Background: an optimization exercise with open tools, aiming at small area. Do not read the settings as production practice. The RTL was checked by simulation tests, not by an equivalence proof against the original design. No activity file was given, so power comes from the tool's default toggle rates.

==> xenon: inputs <==
## nerv
module nerv #(
	parameter [31:0] RESET_ADDR = 32'h 0000_0000,
	parameter integer NUMREGS = 32
) (
	input clock,
	input reset,
	output trap,
	output logic [31:0] x10,
	output [31:0] imem_addr,
	input  [31:0] imem_data,
	output        dmem_valid,
	output [31:0] dmem_addr,
	output [ 3:0] dmem_wstrb,
	output [31:0] dmem_wdata,
	input  [31:0] dmem_rdata
);
	localparam OPCODE_LOAD   = 7'b 00_000_11;
	localparam OPCODE_STORE  = 7'b 01_000_11;
	localparam OPCODE_BRANCH = 7'b 11_000_11;
	localparam OPCODE_JALR   = 7'b 11_001_11;
	localparam OPCODE_JAL    = 7'b 11_011_11;
	localparam OPCODE_OP_IMM = 7'b 00_100_11;
	localparam OPCODE_OP     = 7'b 01_100_11;
	localparam OPCODE_AUIPC  = 7'b 00_101_11;
	localparam OPCODE_LUI    = 7'b 01_101_11;
	function automatic [32:0] bk_add32(input [31:0] a, input [31:0] b, input cin);
		logic [31:0] g, p, G, P;
		logic [32:0] r;
		g = a & b;
		p = a ^ b;
		G = g;
		P = p;
		G[0] = g[0] | (p[0] & cin);
		for (int lv = 0; lv < 5; lv++)
			for (int i = 0; i < 32; i++)
				if (i % (2 << lv) == (2 << lv) - 1) begin
					G[i] = G[i] | (P[i] & G[i - (1 << lv)]);
					P[i] = P[i] & P[i - (1 << lv)];
				end
		for (int lv = 3; lv >= 0; lv--)
			for (int i = 0; i < 32; i++)
				if (i >= 3 * (1 << lv) - 1 && i % (2 << lv) == (1 << lv) - 1) begin
					G[i] = G[i] | (P[i] & G[i - (1 << lv)]);
					P[i] = P[i] & P[i - (1 << lv)];
				end
		r[0] = p[0] ^ cin;
		for (int i = 1; i < 32; i++)
			r[i] = p[i] ^ G[i-1];
  ...
clock: 10.0 ns
lec_check: 0
cap_margin: 20
core_margin: 2
core_utilization: 65
place_density: 0.8
slew_margin: 20
synth_hierarchical: 1
standard.sh (not shown) runs the stock make flow with config.mk's settings and CLKGATE_MAP_FILE= SYNTH_SCRIPT=/design/flow/synth_recipe.tcl, a recipe that flattens the netlist after the stock synthesis.
==> flow/flow/run.sh <==
#!/bin/bash
set -euo pipefail
export BUFFER_PORTS_ARGS="-buffer_cell sky130_fd_sc_hd__buf_2"
export CTS_ARGS="-sink_clustering_enable -repair_clock_nets -sink_clustering_size 30 -sink_clustering_max_diameter 60 -dont_use_dummy_load"
bash standard.sh > flow.log 2>&1
==> fjord: changes against xenon <==
--- a/flow/design.v
+++ b/flow/design.v
@@ -21,40 +21,14 @@
 	localparam OPCODE_JAL    = 7'b 11_011_11;
 	localparam OPCODE_OP_IMM = 7'b 00_100_11;
 	localparam OPCODE_OP     = 7'b 01_100_11;
 	localparam OPCODE_AUIPC  = 7'b 00_101_11;
 	localparam OPCODE_LUI    = 7'b 01_101_11;
-	function automatic [32:0] bk_add32(input [31:0] a, input [31:0] b, input cin);
-		logic [31:0] g, p, G, P;
-		logic [32:0] r;
-		g = a & b;
-		p = a ^ b;
-		G = g;
-		P = p;
-		G[0] = g[0] | (p[0] & cin);
-		for (int lv = 0; lv < 5; lv++)
-			for (int i = 0; i < 32; i++)
-				if (i % (2 << lv) == (2 << lv) - 1) begin
-					G[i] = G[i] | (P[i] & G[i - (1 << lv)]);
-					P[i] = P[i] & P[i - (1 << lv)];
-				end
-		for (int lv = 3; lv >= 0; lv--)
-			for (int i = 0; i < 32; i++)
-				if (i >= 3 * (1 << lv) - 1 && i % (2 << lv) == (1 << lv) - 1) begin
-					G[i] = G[i] | (P[i] & G[i - (1 << lv)]);
-					P[i] = P[i] & P[i - (1 << lv)];
-				end
-		r[0] = p[0] ^ cin;
-		for (int i = 1; i < 32; i++)
-			r[i] = p[i] ^ G[i-1];
-		r[32] = G[31];
-		bk_add32 = r;
-	endfunction
 	logic        reset_q;
 	logic        trapped;
 	logic [31:2] pc;           
-	logic        ppc_same;     
+	logic [31:2] ppc;          
 	logic [31:0] insn_q;       
 	logic [31:0] rs1_value_q;
 	logic [31:0] rs2_value_q;
 	logic        load_freeze;
 	logic        mem_rd_enable_q;
@@ -98,16 +72,16 @@
 	wire [31:2] imm_j = {{12{insn_q[31]}}, insn_q[19:12], insn_q[20], insn_q[30:22]};
 	wire        imm_j1 = insn_q[21];
 	logic use_rs2_q, use_imm_s_q, is_sub_q;
 	wire [31:0] op2 = use_rs2_q ? rs2_value_q : use_imm_s_q ? imm_s : imm_i;
 	wire is_sub = is_sub_q;
-	wire [32:0] sum = bk_add32(rs1_value_q, op2 ^ {32{is_sub}}, is_sub);
+	wire [32:0] sum = {1'b0, rs1_value_q} + {1'b0, op2 ^ {32{is_sub}}} + {32'b0, is_sub};
 	wire [31:0] add_res = sum[31:0];
 	wire ltu = !sum[32];
 	wire lt  = (rs1_value_q[31] != op2[31]) ? rs1_value_q[31] : sum[31];
 	wire [31:0] xor_res = rs1_value_q ^ op2;
-	wire eq  = xor_res == 32'b0;
+	wire eq  = (rs1_value_q ^ rs2_value_q) == 32'b0;
 	wire [4:0] shamt = q_op ? rs2_value_q[4:0] : insn_q[24:20];
 	wire sh_left = !funct3_q[2];
 	wire sh_fill = funct7_q[5] && !sh_left && rs1_value_q[31];
 	logic [31:0] sh_in, sh_out, sh_rev;
 	always_comb begin
@@ -141,17 +115,15 @@
 		else
 			alu_valid = (funct3_q != 3'b001 && funct3_q != 3'b101) ||
 			            funct7_q == 7'b0000000 ||
 			            (funct7_q == 7'b0100000 && funct3_q == 3'b101);
 	end
-	wire [31:2] pc_dec  = pc - 30'd1;
-	wire [31:2] tgt_base = (q_auipc || ppc_same) ? pc : pc_dec;
+	wire [31:2] tgt_base = q_auipc ? pc : ppc;
 	wire [31:2] tgt_imm  = q_auipc ? {insn_q[31:12], 10'b0} : q_jal ? imm_j : imm_b;
-	wire [32:0] tgt_sum = bk_add32({2'b0, tgt_base}, {2'b0, tgt_imm}, 1'b0);
-	wire [31:2] tgt = tgt_sum[29:0];
+	wire [31:2] tgt = tgt_base + tgt_imm;
 	wire [31:2] pc_inc  = pc + 30'd1;
-	wire [31:2] ppc_inc = ppc_same ? pc_inc : pc;
+	wire [31:2] ppc_inc = ppc + 30'd1;
 	logic branch_taken;
 	always_comb begin
 		case (funct3_q)
 			3'b000: branch_taken = eq;
 			3'b001: branch_taken = !eq;
@@ -291,11 +263,11 @@
 		rs2_value_q <= rs2_rd;
 		mem_rd_reg_q <= rd_q;
 		mem_rd_func_q <= mem_rd ? {add_res[1:0], funct3_q} : 5'b0;
 		mem_rd_enable_q <= mem_rd_enable;
 		load_freeze <= !load_freeze && f_opcode == OPCODE_LOAD;
-		ppc_same <= in_reset ? reset : load_freeze || stall;
+		ppc <= pc;
 		insn_q <= insn_next;
 		use_rs2_q <= n_opcode == OPCODE_OP || n_opcode == OPCODE_BRANCH;
 		use_imm_s_q <= n_opcode == OPCODE_STORE;
 		is_sub_q <= n_opcode == OPCODE_BRANCH ||
 		            ((n_opcode == OPCODE_OP || n_opcode == OPCODE_OP_IMM) && n_funct3[2:1] == 2'b01) ||
==> flow/run.sh (new file) <==
#!/bin/bash
# synth_recipe.tcl (not shown) runs the flow's synth.tcl, then flattens the netlist and writes it again
# the make line also repeats each setting of config.mk as NAME=value (left out here)
make -C /OpenROAD-flow-scripts/flow DESIGN_CONFIG=/design/flow/config.mk WORK_HOME=/design/flow/orfs CLKGATE_MAP_FILE= SYNTH_SCRIPT=/design/flow/synth_recipe.tcl finish
--- a/flow/config.mk
+++ b/flow/config.mk
@@ -5,9 +5,8 @@
 export SDC_FILE = /design/flow/constraint.sdc
 export NUM_CORES = 4
 export LEC_CHECK = 0
 export CAP_MARGIN = 20
 export CORE_MARGIN = 2
-export CORE_UTILIZATION = 65
-export PLACE_DENSITY = 0.8
+export CORE_UTILIZATION = 40
 export SLEW_MARGIN = 20
 export SYNTH_HIERARCHICAL = 1
removed: flow/flow/run.sh
removed: flow/standard.sh
==> comparison <==
- xenon ran to the end with no violations. fjord completed with no timing, DRC or antenna violations.
- Against xenon, the setup slack of fjord is better by 83 ps.
- Against xenon, the wire length of fjord is higher by 17%.
- In fjord the register-to-register slack is higher than in xenon, by 510 ps.
- Of xenon and fjord, fjord has the higher total power (gap 19%, measured against fjord).
- Against fjord, the synthesized cell count of xenon is smaller by about 6.6%.
- In fjord the clock skew is lower than in xenon, by 52 ps.
- Of fjord and xenon, fjord has the higher sequential power (gap about 3%, measured against xenon).
- Between xenon and fjord, the lower clock power is in xenon (gap about 40%, measured against fjord).
- Of xenon and fjord, fjord has the higher sequential cell count (gap 29).
- Between xenon and fjord, the lower via count is in xenon (gap 4.2%, measured against fjord).
- In fjord the global-route usage is lower than in xenon, by 16 points.

[separate check: timing with driven ports]
Ports are ideal in the flow. The routed layouts listed here were re-timed in OpenROAD. Step 1, drivers: a clkbuf_16 drives clock and a buf_2 each remaining input, both assumed. Step 2 times the ports against the registers' clock, not the clock port: input delays grow and output delays shrink by t, the midpoint of the rising clock arrivals with the driver on. Three values: ideal ports, drivers, drivers and shift; two values: the first two.
run | t, ns | setup slack, ns | hold WS [ns] | worst slew at a driven data input, ns
xenon | 0.739 | 0.539 / 0.462 / 1.201 | 0.482 / 0.482 / 0.482 | 0.19
fjord | 0.871 | 0.622 / 0.535 / 1.406 | 0.398 / 0.398 / 0.398 | 0.21
After both steps setup and hold are still met in every run listed.
